What follows belongs to an exercise in optimizing a design on an open flow for small area; a production flow would make more cautious choices. In this exercise RTL edits were held to simulation tests only and were not proved equivalent to the original. The clock port is modelled as an ideal driver; clocking choices that lean on that would not hold on a real chip. Power figures rest on the tool's default switching activity, not on a simulated workload.

`flow/flow/run.sh`:
```
#!/bin/bash
# Standard ORFS layout with two changes: the port buffers are the smallest
# buffer (buf_1) instead of the default pick, and clock tree synthesis uses
# small clock buffers and no dummy loads.
set -euo pipefail
export BUFFER_PORTS_ARGS="-buffer_cell sky130_fd_sc_hd__buf_1"
export CTS_ARGS="-sink_clustering_enable -repair_clock_nets -dont_use_dummy_load -buf_list {sky130_fd_sc_hd__clkbuf_4 sky130_fd_sc_hd__clkbuf_8} -root_buf sky130_fd_sc_hd__clkbuf_8"
bash standard.sh > standard.log 2>&1
```
`flow/standard.sh`:
```
#!/bin/bash
# synth_recipe.tcl (not shown) runs the flow's synth.tcl, then flattens the netlist and writes it again
# the make line also repeats each setting of config.mk as NAME=value (left out here)
make -C /OpenROAD-flow-scripts/flow DESIGN_CONFIG=/design/flow/config.mk WORK_HOME=/design/flow/orfs CLKGATE_MAP_FILE= SYNTH_SCRIPT=/design/flow/synth_recipe.tcl "${@:-finish}"
```
`flow/config.mk`:
```
export PLATFORM = sky130hd
export DESIGN_NAME = elevator_top
export DESIGN_NICKNAME = elevator_top
export VERILOG_FILES = /design/flow/design.v
export SDC_FILE = /design/flow/constraint.sdc
export NUM_CORES = 4
export LEC_CHECK = 0
export CAP_MARGIN = 20
export CORE_MARGIN = 2
export CORE_UTILIZATION = 40
export PLACE_DENSITY = 0.6
export SLEW_MARGIN = 20
```
`flow/constraint.sdc`:
```
create_clock -name core_clock -period 8.0 [get_ports {clks}]
set_input_delay 1.6000 -clock core_clock [delete_from_list [all_inputs] [get_ports {clks}]]
set_output_delay 1.6000 -clock core_clock [all_outputs]
set_load 0.01 [all_outputs]
```
`flow/design.v`:
```
module elevator_top(clks, reset_n, raw_floor_call_buttons, raw_panel_buttons, raw_door_open_btn, raw_door_close_btn, raw_emergency_btn, raw_power_switch, weight_sensor, call_button_lights, panel_button_lights, door_open, elevator_control_output, safety_interlock, floor_indicator_lamps, elevator_upward_indicator_lamp, elevator_downward_indicator_lamp, alarm, weight_overload_lamp);
    input               clks;
    input               reset_n;
    input       [10:0]  raw_floor_call_buttons;
    input       [10:0]  raw_panel_buttons;
    input               raw_door_open_btn;
    input               raw_door_close_btn;
    input               raw_emergency_btn;
    input               raw_power_switch;
    input               weight_sensor;
    output      [10:0]  call_button_lights;
    output      [10:0]  panel_button_lights;
    output              door_open;
    output      [10:0]  elevator_control_output;
    output              safety_interlock;
    output      [3:0]   floor_indicator_lamps;
    output              elevator_upward_indicator_lamp;
    output              elevator_downward_indicator_lamp;
    output              alarm;
    output              weight_overload_lamp;
    wire [24:0] raw = {raw_emergency_btn, raw_door_close_btn, raw_door_open_btn, raw_panel_buttons, raw_floor_call_buttons};
    reg  [24:0] db_p, db_r;
    always @(posedge clks or negedge reset_n)
        if (!reset_n) begin
            db_p <= 25'b0;
            db_r <= 25'b0;
        end else begin
            db_p <= raw & ~db_r;
            db_r <= db_p & ~raw;
        end
    wire [10:0] call_pulse  = db_r[10:0];
    wire [10:0] panel_pulse = db_r[21:11];
    wire        open_pulse  = db_r[22];
    wire        close_pulse = db_r[23];
    wire        emerg_pulse = db_r[24];
    wire        power       = raw_power_switch;
    reg  [3:0]  cur;
    reg         mv, dir;
    reg  [3:0]  tgt;
    reg  [10:0] cl, pl;
    reg         open_h, close_h;
    wire        emer = cur[3] & cur[2];
    wire [10:0] lit = cl | pl;
    reg  [10:0] at, above, below;
    integer k;
    always @(*)
        for (k = 0; k < 11; k = k + 1) begin
            at[k]    = (cur == k);
            above[k] = (cur < k);
            below[k] = (cur > k);
        end
    wire [10:0] lit_above = lit & above;
    wire        any_above = |lit_above;
    wire        any_below = |(lit & below);
    wire        any_lit   = |lit;
    wire        pick_mode = !mv && (tgt == cur);
    function [10:0] first;
        input [10:0] v;
        integer j;
        reg seen;
        begin
            seen = 1'b0;
            for (j = 0; j < 11; j = j + 1) begin
                first[j] = v[j] & !seen;
                seen = seen | v[j];
            end
        end
    endfunction
    function [3:0] enc;
        input [10:0] oh;
        integer j;
        begin
            enc = 4'd0;
            for (j = 0; j < 11; j = j + 1)
                if (oh[j]) enc = enc | j[3:0];
        end
    endfunction
    wire [3:0]  pick = enc(any_above ? first(lit_above) : first(lit));
    wire        run_ok = power && !emerg_pulse && !mv && !emer;
    wire        act    = run_ok && (pick_mode ? (any_above || any_below) : 1'b1);
    wire        go_dir = pick_mode ? any_above : dir;
    wire        go     = act && !weight_sensor;
    wire        arrive = (tgt == cur);
    wire        step_up = mv ? dir : go_dir;
    reg  [3:0]  stepped;
    reg         carry;
    integer b;
    always @(*) begin
        carry = 1'b1;
        for (b = 0; b < 4; b = b + 1) begin
            stepped[b] = cur[b] ^ carry;
            carry = carry & (cur[b] ~^ step_up);
        end
    end
    always @(posedge clks or negedge reset_n)
        if (!reset_n) begin
            cur <= 4'd0;
            mv  <= 1'b0;
            dir <= 1'b0;
            tgt <= 4'd0;
        end else begin
            if (pick_mode && any_lit) begin
                tgt <= pick;
                dir <= any_above;
            end
            if (mv) begin
                if (arrive) mv <= 1'b0;
                else cur <= stepped;
            end else if (emer) begin
                if (!power && !emerg_pulse) begin
                    cur <= 4'd0;
                    dir <= 1'b1;
                end
            end else if (go) begin
                mv  <= 1'b1;
                cur <= stepped;
            end else if (emerg_pulse) begin
                cur <= 4'hF;
            end
        end
    wire        set_ok = power && !emerg_pulse;
    wire [10:0] clr    = (act ? at : 11'b0);
    wire [10:0] p_new  = set_ok ? first(panel_pulse & ~pl & ~at) : 11'b0;
    wire [10:0] c_new  = set_ok ? first(call_pulse & ~cl & ~at) : 11'b0;
    always @(posedge clks or negedge reset_n)
        if (!reset_n) begin
            cl <= 11'b0;
            pl <= 11'b0;
        end else begin
            pl <= (pl | p_new) & ~clr;
            cl <= (cl | c_new) & ~clr;
        end
    wire door_live = !mv && power;
    always @(posedge clks or negedge reset_n)
        if (!reset_n) begin
            open_h  <= 1'b0;
            close_h <= 1'b0;
        end else if (door_live) begin
            open_h  <= open_pulse;
            close_h <= close_pulse;
        end
    assign door_open = door_live ? (open_pulse || !close_pulse) : (open_h || (!close_h && !mv));
    assign elevator_control_output = {cur, emer, mv, !mv, mv && !dir, mv && dir, mv, !mv};
    assign call_button_lights = cl;
    assign panel_button_lights = pl;
    assign safety_interlock = !mv;
    assign floor_indicator_lamps = cur;
    assign elevator_upward_indicator_lamp = mv && dir;
    assign elevator_downward_indicator_lamp = mv && !dir;
    assign alarm = emer;
    assign weight_overload_lamp = weight_sensor;
endmodule
```
==> results of run 1 <==
worst paths after layout:
kind	from	endpoint	slack, ps
max reg2reg	cur[1]	cl[3]	4520
min in group asynchronous	reset_n	db_r[11]	1380
max in group asynchronous	reset_n	db_r[22]	6070
min reg2reg	db_r[20]	db_p[20]	420
min	db_r[20]	db_p[20]	420
max	raw_power_switch	door_open	4050
per-layer routing:
| metal | vias up | GRT usage, % | wire length, um |
|---|---|---|---|
| met2 | 65 | 27.37 | 4337 |
| li1 | 1568 | - | - |
| met3 | 11 | 3.587 | 364 |
| met4 | 0 | 8.929 | 177 |
| met1 | 1568 | 26.34 | 4669 |
| met5 | - | 0 | 0 |
flip-flops by register name (all words and copies together), names as in the netlist:
register	flops
cl	11
close_h	1
cur	4
db_p	25
db_r	25
dir	1
mv	1
open_h	1
pl	11
tgt	4
power by group through the flow:
stage / Sequential, W / Combinational (W) / Clock (W)
4_1_cts: 0.000664 / 0.000586 / 0.000245
6_report: 0.000664 / 0.000583 / 0.000233
3_5_place_dp: 0.000671 / 0.000584 / 0
5_1_grt: 0.000686 / 0.000652 / 0.000258
2_1_floorplan: 0.000622 / 0.000468 / 0
3_3_place_gp: 0.000666 / 0.000578 / 0
critical path, stage by stage:
cell and delay (ps):
buf_1 170, nand2_1 140, o32a_1 310, buf_1 130
layout make-up:
cell class | instances | area [sq um] | area share (%)
sequential | 84 | 2102 | 46.03
multi-input combinational | 291 | 1856 | 40.63
inverter | 7 | 26.28 | 0.5753
clock buffer | 9 | 123.9 | 2.712
tap | 136 | 170.2 | 3.726
timing repair buffer | 73 | 289.0 | 6.329
metrics by stage:
stage	setup slack, ps	power [W]
2_1_floorplan	4402	0.001090
3_3_place_gp	4085	0.001244
3_5_place_dp	4061	0.001255
4_1_cts	4061	0.001495
5_1_grt	3990	0.001596
6_report	4048	0.001481
logic make-up (layout without fill, tap and decap cells):
| group | Yosys count | in the layout |
|---|---|---|
| simple gates | 187 | 187 |
| buf+inv | 31 | 89 |
| flops | 84 | 84 |
| compound gates | 94 | 94 |
| fa+ha+maj | 1 | 1 |
| xor+xnor | 5 | 5 |
| mux | 4 | 4 |
synthesized netlist by cell type, types with 3 or more instances:
cell type / count / area [sq um]
dfrtp_1: 84 / 2102
nor2b_1: 52 / 325.3
nor2_1: 39 / 146.4
nand2_1: 22 / 82.58
o21ai_0: 19 / 95.09
buf_4: 13 / 97.59
a21oi_1: 10 / 50.05
nand2b_1: 8 / 50.05
nor3_1: 8 / 40.04
nor4_1: 8 / 50.05
o2bb2ai_1: 8 / 70.07
buf_2: 7 / 35.03
nand3b_1: 7 / 52.55
a32o_1: 6 / 60.06
o21ai_1: 6 / 30.03
or2_2: 6 / 37.54
and3_1: 5 / 31.28
inv_1: 5 / 18.77
nand3_1: 5 / 25.02
a2bb2oi_1: 4 / 35.03
clkbuf_1: 4 / 15.01
o211ai_1: 4 / 30.03
o22a_1: 4 / 35.03
or3_1: 4 / 25.02
xor2_1: 4 / 35.03
a21o_1: 3 / 22.52
and2_1: 3 / 18.77
nand4_1: 3 / 18.77
nor3b_1: 3 / 22.52
o21a_1: 3 / 22.52
o32ai_1: 3 / 26.28
==> run summary, run 1 <==
outcome=no timing/DRC/antenna violations; largest net degree at the start of global routing=85; number of synthesized flops with an enable pin=0; Post-CTS Setup Repair Bufs=0; Arr. time, crit path=~2400 ps; commonest cells after routing, fill and taps aside=84 x dfrtp_1, 70 x buf_1, 52 x nor2b_1; Syn Inst Count=406; Simple-Gate Fraction of Synth Area=25.65%; Final period util=49.39%; CTS Sinks=84; Hold Path Depth=1; most common cell after layout, fill and taps aside=dfrtp_1; Post-CTS Resized=0; Ports=72; Syn Area/Cell=10.18 sq um; Max Cap Violations=0; Worst Setup End Kind=primary output; CTS Buf Count=9; worst hold slack=415.6 ps; post-route antenna net violation count=0; internal power=0.0008626 W; final setup TNS=0 ps; Cell Count, Final, Fillers Out=600; post-synth cell types=65; Psw=0.0006181 W; Yosys reg bits=84; GP Congestion=~0.9; via count=3212; TritonCTS clock tree=yes; residual DRC count=0; row cnt=37; detailed-route vias per instance=5.353; Leak=1.772 nW; # H-tree levels=3; Top FF cell, synth=dfrtp_1; warnings from Yosys=1; asr flop ratio synth=100.0%; dpl cell area=4439 sq um; Worst EP required=between 6000 and 7000 ps; Post-Synth Adder-Cell Area=0.2423%; Slew headroom=27.37%; GRT overflow=0; port buffer count=71; Clock power frac=between 15 and 20%; worst skew pair latency=370 ps; fmax=253.1 MHz; Post-CTS Hold Buffers=0; ANT cells=0; Min-Delay Path Class=flop to flop; Netlist Area Pre-Place=4131 sq um; Flop pwr share=44.9%; DIE AREA=11160 sq um; Final Setup Violations=0; Layout area overhead=10.54%; Fill cells=1031; placed cells=591; worst vdd rail ir drop=0.1339 mV; vias in the first global route=3224; WL final=9549 um; Pre-Repair DR Iteration Count=4; dpl hpwl=roughly 6900 um; nets=495; clk root buf=clkbuf_8; Initial Util=40.57%; largest family of logic cells by synthesized area=simple AND/OR/NAND/NOR gates; critical path startpoint category=input port; final hold violation count=0; RSZ-0062 raised after global routing=false; post-synthesis sequential area ratio=50.88%; final core occ=44.84%; Post-Synth XOR/XNOR Area=1.060%; compound-gate portion of the synthesized area=16.81%; Routed WL per cell=roughly 16 um; WS Path Type=input port to primary output; Slew Limit Fails=0; Synthesized Nets=435; Die Y=105.6 um; core area=around 10000 sq um; clock skew=22.64 ps; Sw Share=41.74%; combinational group share of total power=39.4%; total routing usage reported by global routing=18.59%; minimum clock period=3952 ps; layout cells sized above 1=7.328%; Die W=105.6 um; worst reg-to-reg path cell count=8; first-pass GRT wire length=16240 um; initial DRC count=137; crit path max fanout=5; Least-Margin Pin Slew=around 1100 ps; multiplexer share of the synthesized area=1.151%; largest buffer count on any clock path=2; Clock transition at path regs=80 ps; initial antenna violation count=0; pwr dens=about 320 nW/um^2; finished layout cell area=4567 sq um
==> run 2, diff against run 1 <==
--- a/flow/design.v
+++ b/flow/design.v
@@ -47,7 +47,7 @@
         for (k = 0; k < 11; k = k + 1) begin
             at[k]    = (cur == k);
             above[k] = (cur < k);
-            below[k] = (cur > k);
+            below[k] = (cur > k) && !emer;
         end
     wire [10:0] lit_above = lit & above;
     wire        any_above = |lit_above;
@@ -56,15 +56,7 @@
     wire        pick_mode = !mv && (tgt == cur);
     function [10:0] first;
         input [10:0] v;
-        integer j;
-        reg seen;
-        begin
-            seen = 1'b0;
-            for (j = 0; j < 11; j = j + 1) begin
-                first[j] = v[j] & !seen;
-                seen = seen | v[j];
-            end
-        end
+        first = v & ~(v - 11'd1);
     endfunction
     function [3:0] enc;
         input [10:0] oh;
@@ -81,17 +73,6 @@
     wire        go_dir = pick_mode ? any_above : dir;
     wire        go     = act && !weight_sensor;
     wire        arrive = (tgt == cur);
-    wire        step_up = mv ? dir : go_dir;
-    reg  [3:0]  stepped;
-    reg         carry;
-    integer b;
-    always @(*) begin
-        carry = 1'b1;
-        for (b = 0; b < 4; b = b + 1) begin
-            stepped[b] = cur[b] ^ carry;
-            carry = carry & (cur[b] ~^ step_up);
-        end
-    end
     always @(posedge clks or negedge reset_n)
         if (!reset_n) begin
             cur <= 4'd0;
@@ -105,7 +86,7 @@
             end
             if (mv) begin
                 if (arrive) mv <= 1'b0;
-                else cur <= stepped;
+                else cur <= dir ? cur + 4'd1 : cur - 4'd1;
             end else if (emer) begin
                 if (!power && !emerg_pulse) begin
                     cur <= 4'd0;
@@ -113,7 +94,7 @@
                 end
             end else if (go) begin
                 mv  <= 1'b1;
-                cur <= stepped;
+                cur <= go_dir ? cur + 4'd1 : cur - 4'd1;
             end else if (emerg_pulse) begin
                 cur <= 4'hF;
             end
==> flow/run.sh (new file) <==
#!/bin/bash
# synth_recipe.tcl (not shown) runs the flow's synth.tcl, then flattens the netlist and writes it again
# the make line also repeats each setting of config.mk as NAME=value (left out here)
make -C /OpenROAD-flow-scripts/flow DESIGN_CONFIG=/design/flow/config.mk WORK_HOME=/design/flow/orfs CLKGATE_MAP_FILE= SYNTH_SCRIPT=/design/flow/synth_recipe.tcl finish
removed: flow/flow/run.sh
removed: flow/standard.sh
==> run 2 against run 1 <==
  * First-iteration DRC count grew 35%
  * Count of clock-buffer cells in the layout up 1
  * Global-route usage rose by 0.62 points
  * Non-clock buffer count is 1 lower
  * Critical endpoint unchanged
==> run summary, run 2 <==
outcome=no timing/DRC/antenna violations (unchanged); # H-tree levels=3 (unchanged); warnings from Yosys=1 (unchanged); post-synthesis sequential area ratio=47.74% (was 50.88%); vias in the first global route=3443 (was 3224); final hold violation count=0 (unchanged); Post-CTS Setup Repair Bufs=0 (unchanged); nets=538 (was 495); DIE AREA=11860 sq um (was 11160 sq um); detailed-route vias per instance=5.467 (was 5.353); post-synth top area share=47.74% (was 50.88%); biggest regs=db_p (25), db_r (25) (unchanged); CP cell instances=clkdlybuf4s50_1 -> nand2_1 -> o32a_1 -> clkdlybuf4s50_1 (was buf_1 -> nand2_1 -> o32a_1 -> buf_1); Slew headroom=46.32% (was 27.37%); dpl hpwl=7770 um (was 6857 um); Final Setup Violations=0 (unchanged); ANT cells=0 (unchanged); critical path startpoint category=input port (unchanged); WL final=10690 um (was 9549 um); most common cell after layout, fill and taps aside=dfrtp_1 (unchanged); Leak=2.158 nW (was 1.772 nW); DR top layer=met4 (unchanged); WS Path Type=input port to primary output (unchanged); commonest cells after routing, fill and taps aside=84 x dfrtp_1, 70 x clkdlybuf4s50_1, 56 x nor2b_1 (was 84 x dfrtp_1, 70 x buf_1, 52 x nor2b_1); Initial Util=40.80% (was 40.57%); Pre-Repair DR Iteration Count=4 (unchanged); Max Cap Violations=0 (unchanged); crit path max fanout=6 (was 5); clk root buf=clkbuf_8 (unchanged); RSZ-0062 raised after global routing=false (unchanged); Synthesized Nets=478 (was 435); row cnt=38 (was 37); total routing usage reported by global routing=19.22% (was 18.59%); routed wl met2=4912 um (was 4337 um); clock skew=13.00 ps (was 22.64 ps); Slew Limit Fails=0 (unchanged); largest net degree at the start of global routing=85 (unchanged); met3 WL=568 um (was 364 um); Syn Area/Cell=10.01 sq um (was 10.18 sq um); Buf/Inv on CP=2 (unchanged); post-route antenna net violation count=0 (unchanged); via count=3521 (was 3212); dominant cell type by area after synthesis=dfrtp_1 (unchanged); Worst EP required=6400 ps (about the same); top cells by count, synth=84 x dfrtp_1, 56 x nor2b_1, 36 x nand2_1 (was 84 x dfrtp_1, 52 x nor2b_1, 39 x nor2_1); initial antenna violation count=0 (unchanged); Layout area overhead=21.63% (was 10.54%); post-synth cell types=58 (was 65); most used cell, CP=clkdlybuf4s50_1 (was buf_1); port buffer count=71 (unchanged); largest buffer count on any clock path=2 (unchanged); final core occ=49.62% (was 44.84%); Die W=108.9 um (was 105.6 um); Routed WL per cell=16.60 um (was 15.92 um); Arr. time, crit path=3110 ps (was 2350 ps); residual DRC count=0 (unchanged); met1 WL=4968 um (was 4669 um); GRT overflow=0 (unchanged); Slowest-stage cell, CP=clkdlybuf4s50_1 (was o32a_1); Min-Delay Path Class=flop to flop (unchanged); Netlist Area Pre-Place=4403 sq um (was 4131 sq um); Top FF cell, synth=dfrtp_1 (unchanged); CTS Buf Count=9 (unchanged); worst vdd rail ir drop=0.1822 mV (was 0.1339 mV); Clock transition at path regs=70 ps (was 80 ps); Least-Margin Pin Slew=794.0 ps (was 1084 ps); number of synthesized flops with an enable pin=0 (unchanged); Ports=72 (unchanged); TritonCTS clock tree=yes (unchanged); final setup TNS=0 ps (unchanged); Syn Inst Count=440 (was 406); fmax=212.5 MHz (was 253.1 MHz); Yosys reg bits=84 (unchanged); CTS Sinks=84 (unchanged); Worst Setup End Kind=primary output (unchanged); Post-CTS Resized=0 (unchanged); layout cells sized above 1=7.341% (was 7.328%); minimum clock period=4706 ps (was 3952 ps); pwr dens=347.1 nW/um^2 (was 324.2 nW/um^2); core area=10790 sq um (was 10180 sq um); Post-CTS Hold Buffers=0 (unchanged); Die Y=108.9 um (was 105.6 um); Max stage delay on crit path=570 ps (was 310 ps); Final period util=58.83% (was 49.39%); asr flop ratio synth=100.0% (unchanged); family with the most delay on the worst path=buffers and inverters (was compound AO/OA/AOI/OAI gates); worst skew pair latency=370 ps (about the same); first-pass GRT wire length=17430 um (was 16240 um); top-count cell post-synth=dfrtp_1 (unchanged); GP Congestion=0.9319 (was 0.9150); total power=0.001859 W (was 0.001481 W); initial DRC count=185 (was 137); top post-synthesis cells by area=dfrtp_1 48%, nor2b_1 8.0%, nand2_1 3.1% (was dfrtp_1 51%, nor2b_1 7.9%, nor2_1 3.5%)
run 2: cell count changes after synthesis, moves of 5 or more:
cell / before / now
a31oi_1: 2 / 13
nand2_1: 22 / 36
ha_1: 0 / 9
o21ai_1: 6 / 0
nor4_1: 8 / 3
nor2_1: 39 / 34
inv_1: 5 / 13
o31ai_1: 0 / 5
run 2: cells by family (layout without fill, tap and decap cells):
kind of cell	Yosys count	in the layout	share of synthesized area, %
AOI/OAI and AO/OA	103	103	17.28
buffers and inverters	36	100	4.462
DFF	84	84	47.74
adders and majority gates	9	9	2.558
and+or+nand+nor	192	192	24.47
muxes	8	8	1.904
xor gates and xnor gates	8	8	1.591
run 2: layout make-up:
type | instances | area, sq um
Sequential cell | 84 | 2102
Timing Repair Buffer | 72 | 719.4
Fill cell | 1027 | 5438
Multi-Input combinational cell | 320 | 2105
Clock buffer | 10 | 127.6
Clock inverter | 5 | 77.57
Inverter | 13 | 48.80
Tap cell | 140 | 175.2
run 2: final timing paths:
| kind | startpoint | endpoint | slack [ps] | cells after the start |
|---|---|---|---|---|
| worst min-delay path | db_r[7] | db_p[7] | 430 | 1 |
| min in group asynchronous | reset_n | db_p[20] | 1270 | 1 |
| worst max register to register | cur[3] | pl[8] | 4020 | 9 |
| max in group asynchronous | reset_n | db_p[4] | 6230 | 1 |
| worst min register to register | db_r[7] | db_p[7] | 430 | 1 |
| worst max-delay path | raw_power_switch | door_open | 3290 | 4 |
run 2: routing by layer:
metal  vias to the layer above  global-route usage (%)
met2                        86                   29.15
met1                      1728                   26.95
met3                        19                   4.065
met5                         -                       0
met4                         0                   7.326
li1                       1688                       -
run 2: where the power goes:
part	internal, W	leakage [nW]	switching, W
Combinational	0.000421	1.07	0.000469
Sequential	0.000510	0.989	0.000136
Clock	0.000173	0.102	0.000150
run 2: stage by stage:
step | instance area, sq um | worst slack [ps] | std cells | hold slack (ps)
after floorplan | 4403 | 4376 | 440 | 394.6
after global placement | 5146 | 3317 | 629 | 424.2
after detailed placement | 5146 | 3283 | 629 | 416.3
after CTS | 5351 | 3283 | 644 | 434.6
after global routing | 5355 | 3220 | 644 | 460.2
final | 5355 | 3294 | 644 | 428.7
==> run 3, diff against run 2 <==
--- a/flow/design.v
+++ b/flow/design.v
@@ -41,22 +41,24 @@
     reg         open_h, close_h;
     wire        emer = cur[3] & cur[2];
     wire [10:0] lit = cl | pl;
-    reg  [10:0] at, above, below;
+    reg  [10:0] at, above;
     integer k;
     always @(*)
         for (k = 0; k < 11; k = k + 1) begin
             at[k]    = (cur == k);
             above[k] = (cur < k);
-            below[k] = (cur > k) && !emer;
         end
-    wire [10:0] lit_above = lit & above;
-    wire        any_above = |lit_above;
-    wire        any_below = |(lit & below);
-    wire        any_lit   = |lit;
-    wire        pick_mode = !mv && (tgt == cur);
     function [10:0] first;
         input [10:0] v;
-        first = v & ~(v - 11'd1);
+        integer j;
+        reg seen;
+        begin
+            seen = 1'b0;
+            for (j = 0; j < 11; j = j + 1) begin
+                first[j] = v[j] & !seen;
+                seen = seen | v[j];
+            end
+        end
     endfunction
     function [3:0] enc;
         input [10:0] oh;
@@ -67,12 +69,26 @@
                 if (oh[j]) enc = enc | j[3:0];
         end
     endfunction
-    wire [3:0]  pick = enc(any_above ? first(lit_above) : first(lit));
+    wire        any_above = |(lit & above);
+    wire        any_other = |(lit & ~at);
+    wire        pick_mode = !mv && (tgt == cur);
+    wire [3:0]  pick = enc(first(lit & (above | {11{!any_above}})));
     wire        run_ok = power && !emerg_pulse && !mv && !emer;
-    wire        act    = run_ok && (pick_mode ? (any_above || any_below) : 1'b1);
+    wire        act    = run_ok && (pick_mode ? any_other : 1'b1);
     wire        go_dir = pick_mode ? any_above : dir;
     wire        go     = act && !weight_sensor;
     wire        arrive = (tgt == cur);
+    wire        step_up = mv ? dir : go_dir;
+    reg  [3:0]  stepped;
+    reg         carry;
+    integer b;
+    always @(*) begin
+        carry = 1'b1;
+        for (b = 0; b < 4; b = b + 1) begin
+            stepped[b] = cur[b] ^ carry;
+            carry = carry & (cur[b] ~^ step_up);
+        end
+    end
     always @(posedge clks or negedge reset_n)
         if (!reset_n) begin
             cur <= 4'd0;
@@ -80,21 +96,21 @@
             dir <= 1'b0;
             tgt <= 4'd0;
         end else begin
-            if (pick_mode && any_lit) begin
+            if (pick_mode && any_other)
                 tgt <= pick;
+            if (pick_mode)
                 dir <= any_above;
-            end
+            else if (emer)
+                dir <= 1'b1;
             if (mv) begin
                 if (arrive) mv <= 1'b0;
-                else cur <= dir ? cur + 4'd1 : cur - 4'd1;
+                else cur <= stepped;
             end else if (emer) begin
-                if (!power && !emerg_pulse) begin
+                if (!power && !emerg_pulse)
                     cur <= 4'd0;
-                    dir <= 1'b1;
-                end
             end else if (go) begin
                 mv  <= 1'b1;
-                cur <= go_dir ? cur + 4'd1 : cur - 4'd1;
+                cur <= stepped;
             end else if (emerg_pulse) begin
                 cur <= 4'hF;
             end
==> flow/flow/run.sh (new file) <==
#!/bin/bash
# The standard ORFS layout (standard.sh) with three changes:
#  - synthesis maps the logic with an area-oriented ABC script (flow/abc_area.script)
#    in place of ORFS's speed script; the rest of synthesis is unchanged;
#  - the port buffers are buf_1 instead of the default pick (clkdlybuf4s50_1);
#  - clock tree synthesis inserts no dummy loads.
set -euo pipefail
W=$(pwd)
# ORFS's scripts folder, with only the ABC speed script replaced
mkdir -p "$W/scripts"
for f in "$FLOW_HOME"/scripts/*; do ln -sf "$f" "$W/scripts/"; done
rm -f "$W/scripts/abc_speed.script"
cp "$W/flow/abc_area.script" "$W/scripts/abc_speed.script"
export SCRIPTS_DIR="$W/scripts"
export BUFFER_PORTS_ARGS="-buffer_cell sky130_fd_sc_hd__buf_1"
export CTS_ARGS="-sink_clustering_enable -repair_clock_nets -dont_use_dummy_load -buf_list sky130_fd_sc_hd__clkbuf_8 -root_buf sky130_fd_sc_hd__clkbuf_8"
bash standard.sh > standard.log 2>&1
==> flow/flow/abc_area.script (new file) <==
strash
&get -n
&fraig -x
&deepsyn -T 30
&dch -f
&nf -p
&put
==> flow/standard.sh (new file) <==
#!/bin/bash
# synth_recipe.tcl (not shown) runs the flow's synth.tcl, then flattens the netlist and writes it again
# the make line also repeats each setting of config.mk as NAME=value (left out here)
make -C /OpenROAD-flow-scripts/flow DESIGN_CONFIG=/design/flow/config.mk WORK_HOME=/design/flow/orfs CLKGATE_MAP_FILE= SYNTH_SCRIPT=/design/flow/synth_recipe.tcl "${@:-finish}"
removed: flow/run.sh
==> run 3 against run 2 <==
  * First-iteration DRC count decreased by 39%
  * Critical path depth increased by 1
  * Worst setup slack improved by 630 ps
  * Non-clock buffer count increased by 1
  * Worst hold slack got worse by 11 ps
  * Register-to-register slack improved by 440 ps
==> run summary, run 3 <==
Post-CTS Hold Buffers=0 (unchanged); top cells by count, synth=84 x dfrtp_1, 56 x nor2b_1, 35 x o21ai_0 (was 84 x dfrtp_1, 56 x nor2b_1, 36 x nand2_1); total power=0.001410 W (was 0.001859 W); crit path setup slack, layout=3928 ps (was 3294 ps); Worst Setup End Kind=primary output (unchanged); CTS Buf Count=9 (unchanged); Sw Share=40.89% (was 40.63%); Routed WL per cell=14.85 um (was 16.60 um); dpl ws=3903 ps (was 3283 ps); Top FF cell, synth=dfrtp_1 (unchanged); final setup TNS=0 ps (unchanged); number of synthesized flops with an enable pin=0 (unchanged); total routing usage reported by global routing=16.79% (was 19.22%); Flop pwr share=47.0% (was 34.7%); dpl hpwl=5824 um (was 7770 um); Clock power frac=16.4% (was 17.4%); post-synth top area share=55.05% (was 47.74%); dominant cell type by area after synthesis=dfrtp_1 (unchanged); vias in the first global route=2722 (was 3443); TritonCTS clock tree=yes (unchanged); Initial Util=41.33% (was 40.80%); CTS Sinks=84 (unchanged); clk root buf=clkbuf_8 (unchanged); Arr. time, crit path=2470 ps (was 3110 ps); critical path startpoint category=input port (unchanged); biggest regs=db_p (25), db_r (25) (unchanged); post-synth cell types=43 (was 58); Max stage delay on crit path=340 ps (was 570 ps); combinational group share of total power=36.5% (was 47.9%); outcome=no timing/DRC/antenna violations (unchanged); RSZ-0062 raised after global routing=false (unchanged); Slew Limit Fails=0 (unchanged); nets=460 (was 538); Layout area overhead=12.91% (was 21.63%); post-route antenna net violation count=0 (unchanged); minimum clock period=4072 ps (was 4706 ps); Yosys reg bits=84 (unchanged); GRT overflow=0 (unchanged); first-pass GRT wire length=13390 um (was 17430 um); most common cell after layout, fill and taps aside=dfrtp_1 (unchanged); asr flop ratio synth=100.0% (unchanged); largest buffer count on any clock path=2 (unchanged); worst vdd rail ir drop=0.1305 mV (was 0.1822 mV); Syn Area/Cell=10.64 sq um (was 10.01 sq um); Post-CTS Resized=0 (unchanged); top post-synthesis cells by area=dfrtp_1 55%, nor2b_1 9.2%, o21ai_0 4.6% (was dfrtp_1 48%, nor2b_1 8.0%, nand2_1 3.1%); warnings from Yosys=1 (unchanged); Final period util=50.90% (was 58.83%); fmax=245.6 MHz (was 212.5 MHz); Slowest-stage cell, CP=mux2_1 (was clkdlybuf4s50_1); final core occ=46.66% (was 49.62%); Die W=101.7 um (was 108.9 um); WL final=8284 um (was 10690 um); port buffer count=71 (unchanged); Psw=0.0005766 W (was 0.0007554 W); WS Path Type=input port to primary output (unchanged); via count=2906 (was 3521); Netlist Area Pre-Place=3819 sq um (was 4403 sq um); worst reg-to-reg path cell count=8 (was 9); initial antenna violation count=0 (unchanged); Post-CTS Setup Repair Bufs=0 (unchanged); Min-Delay Path Class=flop to flop (unchanged); commonest cells after routing, fill and taps aside=84 x dfrtp_1, 70 x buf_1, 56 x nor2b_1 (was 84 x dfrtp_1, 70 x clkdlybuf4s50_1, 56 x nor2b_1); detailed-route vias per instance=5.208 (was 5.467); Synthesized Nets=388 (was 478); final hold violation count=0 (unchanged); Max Cap Violations=0 (unchanged); pwr dens=327.1 nW/um^2 (was 347.1 nW/um^2); dpl cell area=4183 sq um (was 5146 sq um); GP Congestion=0.8335 (was 0.9319); ANT cells=0 (unchanged); layout cells sized above 1=3.030% (was 7.341%); top-count cell post-synth=dfrtp_1 (unchanged); CP cell instances=buf_1 -> nand2_1 -> mux2_1 -> o21bai_1 -> buf_1 (was clkdlybuf4s50_1 -> nand2_1 -> o32a_1 -> clkdlybuf4s50_1); Least-Margin Pin Slew=870.1 ps (was 794.0 ps); crit path max fanout=3 (was 6); core area=9240 sq um (was 10790 sq um); internal power=0.0008336 W (was 0.001104 W); Die Y=101.7 um (was 108.9 um); Slew headroom=41.84% (was 46.32%); Worst EP required=6400 ps (about the same); # H-tree levels=3 (unchanged); DIE AREA=10340 sq um (was 11860 sq um); Final Setup Violations=0 (unchanged); most used cell, CP=buf_1 (was clkdlybuf4s50_1); Leak=1.650 nW (was 2.158 nW); residual DRC count=0 (unchanged); Hold Path Depth=1 (unchanged); Syn Inst Count=359 (was 440); worst skew pair latency=360 ps (was 370 ps); finished layout cell area=4312 sq um (was 5355 sq um); Ports=72 (unchanged); initial DRC count=112 (was 185); row cnt=35 (was 38); Clock transition at path regs=70 ps (about the same); clock skew=24.44 ps (was 13.00 ps); post-synthesis sequential area ratio=55.05% (was 47.74%); largest net degree at the start of global routing=85 (unchanged); Pre-Repair DR Iteration Count=4 (unchanged)
[run 3: changes by cell type after synthesis, sizes merged, moves of 6 or more]
| cell | before | now |
|---|---|---|
| inv | 13 | 0 |
| a31oi | 13 | 1 |
| o21ai | 17 | 35 |
| a21oi | 16 | 5 |
| buf | 18 | 12 |
| a32o | 3 | 9 |
| o2bb2ai | 6 | 0 |
| nand2 | 36 | 26 |
| o21a | 1 | 7 |
| o211ai | 6 | 0 |
| ha | 9 | 0 |
[run 3: power by group through the flow]
stage | clock [W] | combinational, W | sequential [W]
after floorplan | 0 | 0.000374 | 0.000650
after global placement | 0 | 0.000515 | 0.000666
after detailed placement | 0 | 0.000521 | 0.000671
after CTS | 0.000243 | 0.000523 | 0.000662
after global routing | 0.000262 | 0.000581 | 0.000680
final | 0.000232 | 0.000515 | 0.000663
[run 3: final timing paths]
path / startpoint / end / slack, ps
setup / recovery: raw_power_switch / door_open / 3930
hold / removal: db_r[23] / db_p[23] / 420
setup reg to reg: cur[2] / cur[3] / 4460
hold reg to reg: db_r[23] / db_p[23] / 420
max in group asynchronous: reset_n / db_r[23] / 6070
min in group asynchronous: reset_n / db_p[14] / 1400
[run 3: final cells by class]
cell class / count / area, sq um
Tap cell: 129 / 161.4
Inverter: 4 / 15.01
Clock buffer: 9 / 123.9
Timing Repair Buffer: 73 / 289.0
Fill cell: 892 / 4928
Multi-Input combinational cell: 259 / 1620
Sequential cell: 84 / 2102
[run 3: stage by stage]
step	hold WS, ps	instances
after floorplan	395.2	359
after global placement	419.4	549
after detailed placement	420.2	549
after CTS	421.2	558
after global routing	424.3	558
final	417.4	558
[run 3: logic make-up after synthesis]
kind of cell,Yosys count,synth area share (%)
buffers and inverters,16,2.752
AOI/OAI and AO/OA,82,14.48
DFF,84,55.05
and+or+nand+nor,167,25.29
xor gates and xnor gates,8,1.835
muxes,2,0.5897
[run 3: layer usage]
metal | vias to the layer above | global-route usage (%) | wire length (um)
met4 | 0 | 5.925 | 93
met3 | 10 | 5.038 | 526
li1 | 1411 | - | -
met2 | 80 | 25.35 | 3760
met1 | 1405 | 23.04 | 3903
met5 | - | 0 | 0
[run 3: critical path, delay by kind of cell]
family	cells	cell delay, ps
buf+inv	2	290
compound gates	1	140
simple gates	1	110
mux	1	340
==> run 4, diff against run 3 <==
--- a/flow/design.v
+++ b/flow/design.v
@@ -19,14 +19,14 @@
     output              alarm;
     output              weight_overload_lamp;
     wire [24:0] raw = {raw_emergency_btn, raw_door_close_btn, raw_door_open_btn, raw_panel_buttons, raw_floor_call_buttons};
-    reg  [24:0] db_p, db_r;
+    reg  [24:0] db_pn, db_r;
     always @(posedge clks or negedge reset_n)
         if (!reset_n) begin
-            db_p <= 25'b0;
-            db_r <= 25'b0;
+            db_pn <= {25{1'b1}};
+            db_r  <= 25'b0;
         end else begin
-            db_p <= raw & ~db_r;
-            db_r <= db_p & ~raw;
+            db_pn <= ~(raw & ~db_r);
+            db_r  <= ~(db_pn | raw);
         end
     wire [10:0] call_pulse  = db_r[10:0];
     wire [10:0] panel_pulse = db_r[21:11];
==> flow/flow/abc_area.script (replaced) <==
strash
&get -n
&fraig -x
&deepsyn -T 30
&put
dch -f
amap
topo
==> run 4 against run 3 <==
  * Worst hold slack improved by 45 ps
  * Sequential share of layout area increased by 4.0 points
  * Clock power shrank 3%
  * Non-clock buffer count fell by 1
  * Utilization down 0.29 points
  * Die area down 5.7%
  * Largest power group unchanged
  * Combinational power up 1%
  * Design area decreased by 6.2%
  * Synthesized area fell by 5.9%
  * Critical path depth up 2
  * Critical path type unchanged
  * Sequential power decreased by 7.1%
==> run summary, run 4 <==
most common cell after layout, fill and taps aside=nor2_1 (was dfrtp_1); clk root buf=clkbuf_8 (unchanged); largest buffer count on any clock path=2 (unchanged); first-pass GRT wire length=12970 um (was 13390 um); GRT overflow=0 (unchanged); layout cells sized above 1=8.163% (was 3.030%); Leak=1.581 nW (was 1.650 nW); Slew Limit Fails=0 (unchanged); GP Congestion=0.8371 (was 0.8335); post-synth top area share=41.09% (was 55.05%); nets=472 (was 460); placed cells=540 (was 549); top-count cell post-synth=nor2_1 (was dfrtp_1); Post-CTS Hold Buffers=0 (unchanged); Least-Margin Pin Slew=726.8 ps (was 870.1 ps); Netlist Area Pre-Place=3593 sq um (was 3819 sq um); Top FF cell, synth=dfrtp_1 (unchanged); crit path max fanout=4 (was 3); worst skew pair latency=350 ps (was 360 ps); dominant cell type by area after synthesis=dfrtp_1 (unchanged); Post-CTS Resized=0 (unchanged); initial antenna violation count=0 (unchanged); Syn Area/Cell=9.660 sq um (was 10.64 sq um); Buf/Inv on CP=4 (was 2); Arr. time, crit path=2640 ps (was 2470 ps); Layout area overhead=12.53% (was 12.91%); residual DRC count=0 (unchanged); RSZ-0062 raised after global routing=false (unchanged); TritonCTS clock tree=yes (unchanged); Initial Util=41.21% (was 41.33%); asr flop ratio synth=100.0% (unchanged); Slew headroom=51.55% (was 41.84%); Slowest-stage cell, CP=nor2_1 (was mux2_1); Syn Inst Count=372 (was 359); Max Cap Violations=0 (unchanged); Worst Setup End Kind=primary output (unchanged); CTS Buf Count=9 (unchanged); worst hold slack=462.0 ps (was 417.4 ps); dpl hpwl=5586 um (was 5824 um); Final period util=53.03% (was 50.90%); post-synth cell types=30 (was 43); core area=8721 sq um (was 9240 sq um); Ports=72 (unchanged); minimum clock period=4243 ps (was 4072 ps); top post-synthesis cells by area=dfrtp_1 41%, dfstp_2 18%, nor2_1 7.4% (was dfrtp_1 55%, nor2b_1 9.2%, o21ai_0 4.6%); total routing usage reported by global routing=16.54% (was 16.79%); via count=2834 (was 2906); commonest cells after routing, fill and taps aside=71 x nor2_1, 70 x buf_1, 59 x dfrtp_1 (was 84 x dfrtp_1, 70 x buf_1, 56 x nor2b_1); CTS Sinks=84 (unchanged); detailed-route vias per instance=5.162 (was 5.208); Post-CTS Setup Repair Bufs=0 (unchanged); clock skew=19.67 ps (was 24.44 ps); WL final=7563 um (was 8284 um); fmax=235.7 MHz (was 245.6 MHz); Cell Count, Final, Fillers Out=549 (was 558); Worst EP required=6400 ps (about the same); top cells by count, synth=71 x nor2_1, 59 x dfrtp_1, 42 x clkinv_1 (was 84 x dfrtp_1, 56 x nor2b_1, 35 x o21ai_0); Die W=98.78 um (was 101.7 um); Routed WL per cell=13.78 um (was 14.85 um); Min-Delay Path Class=flop to flop (unchanged); CP cell instances=buf_1 -> clkinv_1 -> nor2_1 -> clkinv_1 -> o22a_1 -> o21ai_0 -> buf_1 (was buf_1 -> nand2_1 -> mux2_1 -> o21bai_1 -> buf_1); biggest regs=db_pn (25), db_r (25) (was db_p (25), db_r (25)); footprint of the multi-input gates=1212 sq um (was 1620 sq um); Pre-Repair DR Iteration Count=4 (unchanged); final setup TNS=0 ps (unchanged); largest net degree at the start of global routing=85 (unchanged); post-route antenna net violation count=0 (unchanged); Synthesized Nets=401 (was 388); critical path startpoint category=input port (unchanged); Max stage delay on crit path=240 ps (was 340 ps); ANT cells=0 (unchanged); FF/Latch Area=2133 sq um (was 2102 sq um); initial DRC count=125 (was 112); WS Path Type=input port to primary output (unchanged); outcome=no timing/DRC/antenna violations (unchanged); Final Setup Violations=0 (unchanged); vias in the first global route=2789 (was 2722); worst vdd rail ir drop=0.1110 mV (was 0.1305 mV); # H-tree levels=3 (unchanged); number of synthesized flops with an enable pin=0 (unchanged); final hold violation count=0 (unchanged); port buffer count=71 (unchanged); post-synthesis sequential area ratio=59.37% (was 55.05%); pwr dens=336.8 nW/um^2 (was 327.1 nW/um^2); Yosys reg bits=84 (unchanged); DIE AREA=9757 sq um (was 10340 sq um); Fill cells=834 (was 892); Clock transition at path regs=60 ps (was 70 ps); row cnt=34 (was 35); family with the most delay on the worst path=buffers and inverters (was multiplexers); Die Y=98.78 um (was 101.7 um); warnings from Yosys=1 (unchanged)
-- run 4: cell count changes in the layout (fill, tap and decap cells not counted), sizes merged, moves of 7 or more --
cell    delta
o21ai     -14
dfstp     +25
a31oi      +9
xnor2      -7
dfrtp     -25
clkinv    +38
nor2      +42
nand2b    +15
nand2      +9
o22ai     +20
nor2b     -56
-- run 4: per-stage QoR --
| stage | utilization, % | setup slack (ps) | area [sq um] | power [W] |
|---|---|---|---|---|
| after global routing | 46.37 | 3423 | 4044 | 0.001473 |
| after global placement | 44.91 | 3788 | 3916 | 0.001136 |
| after detailed placement | 44.91 | 3739 | 3916 | 0.001142 |
| final | 46.37 | 3757 | 4044 | 0.001362 |
| after floorplan | - | 3994 | 3593 | 0.0009917 |
| after CTS | 46.33 | 3738 | 4040 | 0.001374 |
-- run 4: area by class of cell --
cell class	instances	share of cell area [%]
sequential	84	52.75
multi-input combinational	234	29.98
timing repair buffer	72	6.962
inverter	42	3.899
tap	108	3.342
clock buffer	9	3.063
-- run 4: power by group --
part	switching [W]	total [W]	internal, W
Clock	0.000126	0.000226	0.000101
Combinational	0.000340	0.000520	0.000180
Sequential	0.0000953	0.000616	0.000520
-- run 4: cell families (layout without fill, tap and decap cells) --
group                  Yosys count  after routing  synth area share, %
flip-flops                      84             84                59.37
AND/OR/NAND/NOR                152            152                18.80
AO/OA/AOI/OAI                   82             82                14.94
buffers and inverters           54            123                6.894
-- run 4: final timing paths --
kind	startpoint	to	slack, ps	depth (start not counted)
min in group asynchronous	reset_n	db_r[0]	1410	2
hold reg to reg	db_pn[7]	db_r[7]	460	1
setup reg to reg	cur[2]	cl[10]	3920	17
max in group asynchronous	reset_n	db_r[18]	6090	2
setup / recovery	raw_power_switch	door_open	3760	7
hold / removal	db_pn[7]	db_r[7]	460	1
-- run 4: worst register-to-register path, delay by kind of cell, from the launching register on --
| family | cells | cell delay (ps) |
|---|---|---|
| AO/OA/AOI/OAI | 10 | 1880 |
| AND/OR/NAND/NOR | 4 | 1140 |
| flip-flops | 1 | 500 |
| buffers and inverters | 3 | 470 |
-- run 4: routing by layer --
layer  track usage [%]  vias up  share of wire (%)
li1                  -     1400                  -
met1             23.17     1338                 48
met2             24.53       92                 45
met3             4.255        4                6.3
met4             6.955        0               0.70
met5                 0        -                  0
==> run 5, diff against run 4 <==
--- a/flow/design.v
+++ b/flow/design.v
@@ -72,7 +72,14 @@
     wire        any_above = |(lit & above);
     wire        any_other = |(lit & ~at);
     wire        pick_mode = !mv && (tgt == cur);
-    wire [3:0]  pick = enc(first(lit & (above | {11{!any_above}})));
+    reg  [3:0]  pick;
+    wire [10:0] pick_v = lit & (above | {11{!any_above}});
+    integer q;
+    always @(*) begin
+        pick = 4'd0;
+        for (q = 10; q >= 0; q = q - 1)
+            if (pick_v[q]) pick = q[3:0];
+    end
     wire        run_ok = power && !emerg_pulse && !mv && !emer;
     wire        act    = run_ok && (pick_mode ? any_other : 1'b1);
     wire        go_dir = pick_mode ? any_above : dir;
@@ -117,8 +124,19 @@
         end
     wire        set_ok = power && !emerg_pulse;
     wire [10:0] clr    = (act ? at : 11'b0);
-    wire [10:0] p_new  = set_ok ? first(panel_pulse & ~pl & ~at) : 11'b0;
-    wire [10:0] c_new  = set_ok ? first(call_pulse & ~cl & ~at) : 11'b0;
+    reg  [10:0] p_new, c_new;
+    reg         p_blk, c_blk;
+    integer m;
+    always @(*) begin
+        p_blk = !set_ok;
+        c_blk = !set_ok;
+        for (m = 0; m < 11; m = m + 1) begin
+            p_new[m] = panel_pulse[m] & !at[m] & !p_blk;
+            c_new[m] = call_pulse[m] & !at[m] & !c_blk;
+            p_blk = p_blk | (panel_pulse[m] & !pl[m] & !at[m]);
+            c_blk = c_blk | (call_pulse[m] & !cl[m] & !at[m]);
+        end
+    end
     always @(posedge clks or negedge reset_n)
         if (!reset_n) begin
             cl <= 11'b0;
==> flow/flow/run.sh (replaced) <==
#!/bin/bash
# The standard ORFS layout (standard.sh) with these changes:
#  - synthesis maps the logic with an area-oriented ABC script (flow/abc_area.script)
#    in place of ORFS's speed script; the rest of synthesis is unchanged;
#  - the port buffers are buf_1 instead of the default pick (clkdlybuf4s50_1);
#  - clock tree synthesis builds the tree from clkbuf_4 without dummy loads, and
#    flow/post_cts.tcl then upsizes to clkbuf_8 each leaf buffer whose flip-flop
#    clock pins would see a slew over 105 ps.
set -euo pipefail
W=$(pwd)
# ORFS's scripts folder, with only the ABC speed script replaced
mkdir -p "$W/scripts"
for f in "$FLOW_HOME"/scripts/*; do ln -sf "$f" "$W/scripts/"; done
rm -f "$W/scripts/abc_speed.script"
cp "$W/flow/abc_area.script" "$W/scripts/abc_speed.script"
export SCRIPTS_DIR="$W/scripts"
export BUFFER_PORTS_ARGS="-buffer_cell sky130_fd_sc_hd__buf_1"
export CTS_ARGS="-sink_clustering_enable -repair_clock_nets -dont_use_dummy_load -buf_list sky130_fd_sc_hd__clkbuf_4 -root_buf sky130_fd_sc_hd__clkbuf_4"
export POST_CTS_TCL="$W/flow/post_cts.tcl"
export CLK_LEAF_SLEW_LIMIT=0.105
bash standard.sh > standard.log 2>&1
==> flow/flow/post_cts.tcl (new file) <==
estimate_parasitics -placement
set upsized 0
foreach inst [get_cells *] {
  if {[get_property $inst ref_name] ne "sky130_fd_sc_hd__clkbuf_4"} { continue }
  set worst 0
  foreach out [get_pins -of_objects $inst -filter "direction == output"] {
    foreach p [get_pins -of_objects [get_nets -of_objects $out] -filter "direction == input"] {
      if {[get_property $p name] eq "CLK"} {
        set s [get_property $p slew_max]
        if {$s > $worst} { set worst $s }
      }
    }
  }
  puts "clock leaf [get_full_name $inst]: worst sink slew $worst"
  if {$worst > $::env(CLK_LEAF_SLEW_LIMIT)} {
    replace_cell $inst sky130_fd_sc_hd__clkbuf_8
    incr upsized
  }
}
puts "upsized $upsized clock buffers"
if {$upsized > 0} {
  detailed_placement
  check_placement -verbose
  estimate_parasitics -placement
}
==> run 5 against run 4 <==
  * Still clean on timing, DRC and antenna
  * Non-clock buffer count is 1 lower
  * Sequential power barely moved
  * Worst setup slack improved by 200 ps
  * Sequential share of layout area decreased by 0.15 points
  * Design area increased by 0.28%
==> run summary, run 5 <==
DIE AREA=9881 sq um (was 9757 sq um); Netlist Area Pre-Place=3641 sq um (was 3593 sq um); pwr dens=332.8 nW/um^2 (was 336.8 nW/um^2); Worst R2R Setup Slack=4160 ps (was 3920 ps); Slew headroom=51.05% (was 51.55%); port buffer count=71 (unchanged); GRT overflow=0 (unchanged); Layout area overhead=11.37% (was 12.53%); total routing usage reported by global routing=17.33% (was 16.54%); Die Y=99.41 um (was 98.78 um); GP Congestion=0.8479 (was 0.8371); Fill cells=861 (was 834); Top FF cell, synth=dfrtp_1 (unchanged); most common cell after layout, fill and taps aside=buf_1 (was nor2_1); Die W=99.41 um (was 98.78 um); Min-Delay Path Class=flop to flop (unchanged); initial antenna violation count=1 (was 0); top post-synthesis cells by area=dfrtp_1 41%, dfstp_2 18%, nor2_1 6.6% (was dfrtp_1 41%, dfstp_2 18%, nor2_1 7.4%); core area=8763 sq um (was 8721 sq um); commonest cells after routing, fill and taps aside=70 x buf_1, 64 x nor2_1, 59 x dfrtp_1 (was 71 x nor2_1, 70 x buf_1, 59 x dfrtp_1); total power=0.001350 W (was 0.001362 W); Arr. time, crit path=2440 ps (was 2640 ps); dpl cell area=3956 sq um (was 3916 sq um); Initial Util=41.55% (was 41.21%); Slew Limit Fails=0 (unchanged); top cells by count, synth=64 x nor2_1, 59 x dfrtp_1, 46 x clkinv_1 (was 71 x nor2_1, 59 x dfrtp_1, 42 x clkinv_1); worst reg2reg path endpoint=pl[10] (was cl[10]); post-synthesis sequential area ratio=58.59% (was 59.37%); WS Path Type=input port to primary output (unchanged); top-count cell post-synth=nor2_1 (unchanged); hold path startpoint=db_pn[0] (was db_pn[7]); worst reg-to-reg path cell count=18 (was 17); Synthesized Nets=407 (was 401); crit path max fanout=6 (was 4); initial DRC count=173 (was 125); dominant cell type by area after synthesis=dfrtp_1 (unchanged); fmax=247.4 MHz (was 235.7 MHz); post-route antenna net violation count=0 (unchanged); final hold violation count=0 (unchanged); asr flop ratio synth=100.0% (unchanged); post-synth cell types=28 (was 30); via count=2934 (was 2834); outcome=no timing/DRC/antenna violations (unchanged); Routed WL per cell=14.75 um (was 13.78 um); CTS Sinks=84 (unchanged); Ports=72 (unchanged); Max Cap Violations=0 (unchanged); clock skew=29.59 ps (was 19.67 ps); Pre-Repair DR Iteration Count=5 (was 4); warnings from Yosys=1 (unchanged); Clock transition at path regs=90 ps (was 60 ps); vias in the first global route=2799 (was 2789); nets=477 (was 472); Hold Path Depth=1 (unchanged); worst skew pair latency=430 ps (was 350 ps); Final period util=50.52% (was 53.03%); RSZ-0062 raised after global routing=false (unchanged); Least-Margin Pin Slew=734.3 ps (was 726.8 ps); Worst Setup End Kind=primary output (unchanged); Leak=1.565 nW (was 1.581 nW); finished layout cell area=4055 sq um (was 4044 sq um); Yosys reg bits=84 (unchanged); dpl hpwl=5988 um (was 5586 um); largest net degree at the start of global routing=85 (unchanged); final core occ=46.27% (was 46.37%); TritonCTS clock tree=yes (unchanged); biggest regs=db_pn (25), db_r (25) (unchanged); minimum clock period=4042 ps (was 4243 ps); first-pass GRT wire length=13590 um (was 12970 um); critical path startpoint category=input port (unchanged); WL final=8187 um (was 7563 um); post-synth top area share=40.55% (was 41.09%); Syn Area/Cell=9.632 sq um (was 9.660 sq um); Worst EP required=6400 ps (about the same); row cnt=34 (unchanged); number of synthesized flops with an enable pin=0 (unchanged); RR Startpoint=cur[2] (unchanged); WHS Endpoint=db_r[0] (was db_r[7]); worst vdd rail ir drop=0.1041 mV (was 0.1110 mV); residual DRC count=0 (unchanged); Final Setup Violations=0 (unchanged); layout cells sized above 1=7.848% (was 8.163%); Syn Inst Count=378 (was 372); detailed-route vias per instance=5.286 (was 5.162); final setup TNS=0 ps (unchanged)
-- run 5: changes by cell type in the layout (fill, tap and decap cells not counted), sizes merged, moves of 4 or more --
cell    previous run  this run
nor2              71        64
o22ai             23        27
o21a               1         5
clkinv            42        46
-- run 5: layout make-up --
class	instances	area, sq um	share of cell area [%]
Sequential cell	84	2133	52.61
Antenna cell	1	2.502	0.06171
Tap cell	108	135.1	3.332
Inverter	46	172.7	4.258
Timing Repair Buffer	71	274.0	6.757
Multi-Input combinational cell	236	1245	30.70
Clock buffer	9	92.59	2.283
-- run 5: cells by family (layout without fill, tap and decap cells) --
family / after synthesis / count (layout) / share of synthesized area (%)
AND/OR/NAND/NOR: 147 / 147 / 18.28
flip-flops: 84 / 84 / 58.59
AO/OA/AOI/OAI: 89 / 89 / 15.91
buffers and inverters: 58 / 126 / 7.217
other: 0 / 1 / 0
-- run 5: per-stage QoR --
| stage | hold WS, ps | worst slack [ps] | cells |
|---|---|---|---|
| floorplan | 427.1 | 4309 | 378 |
| global placement | 440.8 | 3951 | 545 |
| detailed placement | 452.2 | 3868 | 545 |
| global route | 473.8 | 3748 | 555 |
| finish | 442.2 | 3958 | 555 |
-- run 5: how the worst max path moves through the flow --
stage                     start         to  slack [ps]
3_3_place_gp   raw_power_switch     cl[10]        3950
2_1_floorplan  raw_power_switch  door_open        4310
5_1_grt                  cur[2]     cl[10]        3750
3_5_place_dp   raw_power_switch     cl[10]        3870
6_report       raw_power_switch  door_open        3960
-- run 5: routing by layer --
layer | wire [um] | track usage [%]
met1 | 3847 | 23.62
met4 | 114 | 5.690
met5 | 0 | 0
met2 | 3735 | 26.51
met3 | 490 | 5.411
-- run 5: worst max-delay path: stages --
cell and delay (ps):
buf_1 210, nand2_1 120, nand2_1 80, o21ai_0 90, o21ai_0 170, buf_1 170
-- run 5: report_power, final --
| part | switching [W] | internal (W) | total (W) | leakage, nW |
|---|---|---|---|---|
| sequential | 0.0000978 | 0.000515 | 0.000613 | 0.949 |
| clock | 0.000125 | 0.0000734 | 0.000198 | 0.0518 |
| combinational | 0.000351 | 0.000188 | 0.000539 | 0.564 |
| total | 0.000574 | 0.000776 | 0.00135 | 1.57 |
==> run 6, diff against run 5 <==
==> flow/flow/run.sh (replaced) <==
#!/bin/bash
# The standard ORFS layout (standard.sh) with these changes:
#  - synthesis maps the logic with an area-oriented ABC script
#    (flow/abc_area.script.in: deepsyn, then area mapping) in place of ORFS's
#    speed script; the rest of synthesis is unchanged. Synthesis runs four
#    times, with deepsyn seeds 1-4, and the layout continues from the run with
#    the smallest cell area;
#  - the port buffers are buf_1 instead of the default pick (clkdlybuf4s50_1);
#  - clock tree synthesis builds the tree from clkbuf_4 without dummy loads, and
#    flow/post_cts.tcl then upsizes to clkbuf_8 each leaf buffer whose flip-flop
#    clock pins would see a slew over 105 ps.
set -euo pipefail
W=$(pwd)
export BUFFER_PORTS_ARGS="-buffer_cell sky130_fd_sc_hd__buf_1"
export CTS_ARGS="-sink_clustering_enable -repair_clock_nets -dont_use_dummy_load -buf_list sky130_fd_sc_hd__clkbuf_4 -root_buf sky130_fd_sc_hd__clkbuf_4"
export POST_CTS_TCL="$W/flow/post_cts.tcl"
export CLK_LEAF_SLEW_LIMIT=0.105

# one ORFS scripts folder per seed, with only the ABC speed script replaced
for s in 1 2 3 4; do
  mkdir -p "$W/scripts_$s"
  for f in "$FLOW_HOME"/scripts/*; do ln -sf "$f" "$W/scripts_$s/"; done
  rm -f "$W/scripts_$s/abc_speed.script"
  sed "s/SEED/$s/" "$W/flow/abc_area.script.in" > "$W/scripts_$s/abc_speed.script"
  sed "s#WORK_HOME=$W/orfs #WORK_HOME=$W/orfs_s$s #" standard.sh > "$W/standard_s$s.sh"
  grep -q "WORK_HOME=$W/orfs_s$s " "$W/standard_s$s.sh"
done
pids=()
for s in 1 2 3 4; do
  SCRIPTS_DIR="$W/scripts_$s" bash "$W/standard_s$s.sh" synth > "$W/synth_s$s.log" 2>&1 &
  pids+=($!)
done
for p in "${pids[@]}"; do wait "$p"; done

best=""; best_area=""
for s in 1 2 3 4; do
  a=$(grep "Chip area" "$W/orfs_s$s/reports/sky130hd/elevator_top/base/synth_stat.txt" | awk '{print $NF}')
  echo "seed $s: synthesis cell area $a" | tee -a "$W/synth_pick.log"
  if [[ -z "$best" ]] || awk -v a="$a" -v b="$best_area" 'BEGIN{exit !(a<b)}'; then best=$s; best_area=$a; fi
done
echo "using seed $best" | tee -a "$W/synth_pick.log"
mv "$W/orfs_s$best" "$W/orfs"
export SCRIPTS_DIR="$W/scripts_$best"
bash standard.sh > standard.log 2>&1
==> flow/flow/abc_area.script.in (new file) <==
strash
&get -n
&fraig -x
&deepsyn -T 30 -S SEED
&put
dch -f
amap
topo
removed: flow/flow/abc_area.script
==> run 6 against run 5 <==
  * Die area down 0.69%
  * Largest power group unchanged
  * First-iteration DRC count down 23%
  * Critical path type unchanged
  * Worst hold slack better by 7.1 ps
  * Register-to-register slack better by 70 ps
  * Combinational power down 4.5%
  * Worst setup slack worse by 23 ps
==> run summary, run 6 <==
WHS Endpoint=db_pn[21] (was db_r[0]); hold path startpoint=db_r[21] (was db_pn[0]); Worst R2R Setup Slack=4230 ps (was 4160 ps); warnings from Yosys=1 (unchanged); placed cells=547 (was 545); fmax=246.0 MHz (was 247.4 MHz); Leak=1.571 nW (was 1.565 nW); Final Setup Violations=0 (unchanged); top cells by count, synth=74 x nor2_1, 59 x dfrtp_1, 46 x clkinv_1 (was 64 x nor2_1, 59 x dfrtp_1, 46 x clkinv_1); outcome=no timing/DRC/antenna violations (unchanged); RSZ-0062 raised after global routing=false (unchanged); detailed-route vias per instance=5.097 (was 5.286); Top FF cell, synth=dfrtp_1 (unchanged); Max Cap Violations=0 (unchanged); GRT overflow=0 (unchanged); GP Congestion=0.8957 (was 0.8479); WS Path Type=input port to primary output (unchanged); Arr. time, crit path=2460 ps (was 2440 ps); clock skew=29.17 ps (was 29.59 ps); top-count cell post-synth=nor2_1 (unchanged); CTS Sinks=84 (unchanged); WL final=7625 um (was 8187 um); final hold violation count=0 (unchanged); dpl ws=3860 ps (was 3868 ps); Fill cells=861 (unchanged); Ports=72 (unchanged); met3 Use GR=4.397% (was 5.411%); top post-synthesis cells by area=dfrtp_1 41%, dfstp_2 18%, nor2_1 7.7% (was dfrtp_1 41%, dfstp_2 18%, nor2_1 6.6%); Routed WL per cell=13.71 um (was 14.75 um); met1 Use GR=22.31% (was 23.62%); minimum clock period=4064 ps (was 4042 ps); Die Y=99.06 um (was 99.41 um); crit path setup slack, layout=3936 ps (was 3958 ps); internal power=0.0007755 W (was 0.0007759 W); Initial Util=41.25% (was 41.55%); ANT cells=0 (was 1); crit path max fanout=4 (was 6); row cnt=34 (unchanged); Clock power frac=15.0% (was 14.7%); layout cells sized above 1=8.036% (was 7.848%); port buffer count=71 (unchanged); biggest regs=db_pn (25), db_r (25) (unchanged); Clock transition at path regs=100 ps (was 90 ps); nets=479 (was 477); post-synth cell types=28 (unchanged); Pre-Repair DR Iteration Count=5 (unchanged); worst vdd rail ir drop=0.09243 mV (was 0.1041 mV); residual DRC count=0 (unchanged); Min-Delay Path Class=flop to flop (unchanged); FF/Latch Area=2133 sq um (unchanged); footprint of the multi-input gates=1219 sq um (was 1245 sq um); Least-Margin Pin Slew=723.2 ps (was 734.3 ps); critical path startpoint category=input port (unchanged); post-route antenna net violation count=0 (unchanged); worst hold slack=449.4 ps (was 442.2 ps); combinational group share of total power=38.6% (was 39.9%); Netlist Area Pre-Place=3615 sq um (was 3641 sq um); Cell Count, Final, Fillers Out=556 (was 555); largest net degree at the start of global routing=85 (unchanged); Sw Share=41.80% (was 42.51%); Worst Setup End Kind=primary output (unchanged); commonest cells after routing, fill and taps aside=74 x nor2_1, 70 x buf_1, 59 x dfrtp_1 (was 70 x buf_1, 64 x nor2_1, 59 x dfrtp_1); initial antenna violation count=0 (was 1); Final period util=50.80% (was 50.52%); worst skew pair latency=430 ps (about the same); GR Layer Usage met2=25.21% (was 26.51%); worst reg-to-reg path cell count=17 (was 18); first-pass GRT wire length=12840 um (was 13590 um); total routing usage reported by global routing=16.51% (was 17.33%); Psw=0.0005570 W (was 0.0005737 W); post-synth top area share=40.84% (was 40.55%); DIE AREA=9813 sq um (was 9881 sq um); final setup TNS=0 ps (unchanged); Layout area overhead=11.60% (was 11.37%); worst reg2reg path endpoint=cl[10] (was pl[10]); most used routing layer=met2 (unchanged); Slew Limit Fails=0 (unchanged); post-synthesis sequential area ratio=59.02% (was 58.59%); pwr dens=330.3 nW/um^2 (was 332.8 nW/um^2); RR Startpoint=cur[3] (was cur[2]); Syn Inst Count=379 (was 378); Syn Area/Cell=9.538 sq um (was 9.632 sq um); dominant cell type by area after synthesis=dfrtp_1 (unchanged); Die W=99.06 um (was 99.41 um); number of synthesized flops with an enable pin=0 (unchanged); TritonCTS clock tree=yes (unchanged); Hold Path Depth=2 (was 1); via count=2834 (was 2934); Yosys reg bits=84 (unchanged); Slew headroom=51.79% (was 51.05%); core area=8763 sq um (unchanged); dpl hpwl=5646 um (was 5988 um); initial DRC count=134 (was 173); vias in the first global route=2772 (was 2799); Worst EP required=6400 ps (about the same); Synthesized Nets=408 (was 407); most common cell after layout, fill and taps aside=nor2_1 (was buf_1); Flop pwr share=46.4% (was 45.4%); asr flop ratio synth=100.0% (unchanged)
run 6: metrics by stage:
step	util (%)	total power (W)	area, sq um
after floorplan	-	0.0009924	3615
after global placement	44.93	0.001135	3938
after detailed placement	44.93	0.001142	3938
after global routing	46.03	0.001448	4034
final	46.03	0.001332	4034
run 6: worst max path at each step:
| stage | end | cells past startpoint | slack, ps | from |
|---|---|---|---|---|
| after floorplan | door_open | 5 | 4230 | raw_power_switch |
| after detailed placement | pl[10] | 13 | 3860 | raw_power_switch |
| final | door_open | 7 | 3940 | raw_power_switch |
| after global placement | cl[10] | 13 | 3910 | raw_power_switch |
| after global routing | cl[10] | 17 | 3600 | cur[2] |
run 6: cell families after synthesis:
| family | count (synthesis) | synth area share, % |
|---|---|---|
| compound gates | 83 | 14.81 |
| buf+inv | 58 | 7.269 |
| flops | 84 | 59.02 |
| simple gates | 154 | 18.90 |
run 6: area by class of cell:
class | count | area share [%]
inverter | 46 | 4.280
sequential | 84 | 52.88
multi-input combinational | 237 | 30.21
tap | 108 | 3.350
timing repair buffer | 72 | 6.979
clock buffer | 9 | 2.295
run 6: worst max-delay path: stages:
cell and delay (ps):
buf_1 90, clkinv_1 80, nor2_1 200, nor2_1 60
a21oi_1 140, o21bai_1 130, buf_1 160
run 6: per-layer routing:
layer / up-vias / wire [um] / share of wire (%)
li1: 1421 / - / -
met1: 1330 / 3543 / 46
met2: 73 / 3528 / 46
met3: 10 / 424 / 5.6
met4: 0 / 128 / 1.7
met5: - / 0 / 0
run 6: power by group through the flow:
stage	clock network, W	logic (W)	registers [W]
6_report	0.000199	0.000515	0.000618
5_1_grt	0.000226	0.000590	0.000633
3_3_place_gp	0	0.000512	0.000622
2_1_floorplan	0	0.000366	0.000627
3_5_place_dp	0	0.000516	0.000626

what the ideal ports hide:
The flow's constraints put no driver on any port. The routed layouts listed below were extracted and timed again, unchanged, in two steps. Step 1, drivers: a clkbuf_16 drives clks and a buf_2 each remaining input, both assumed. Step 2, shift: input delay + t, output delay - t, t = (earliest + latest rising clock arrival at the registers) / 2. This alone moves slack from input paths to output paths. Three values: no drivers, after step 1, after step 2; two values: the first two.
| run | shift t [ns] | slack for setup (ns) | worst setup path at the end |
|---|---|---|---|
| run 1 | 0.389 | 4.048 / 4.026 / 4.026 | input to output |
| run 2 | 0.400 | 3.294 / 3.268 / 3.268 | input to output |
| run 3 | 0.379 | 3.928 / 3.902 / 3.876 | input to register |
| run 4 | 0.367 | 3.757 / 3.733 / 3.733 | input to output |
| run 5 | 0.448 | 3.958 / 3.929 / 3.810 | input to register |
| run 6 | 0.450 | 3.936 / 3.905 / 3.854 | input to register |
After both steps every run listed still meets setup and hold. For run 5, which loses most, drivers alone change the setup slack by -0.029 ns; drivers and shift together by -0.148 ns.
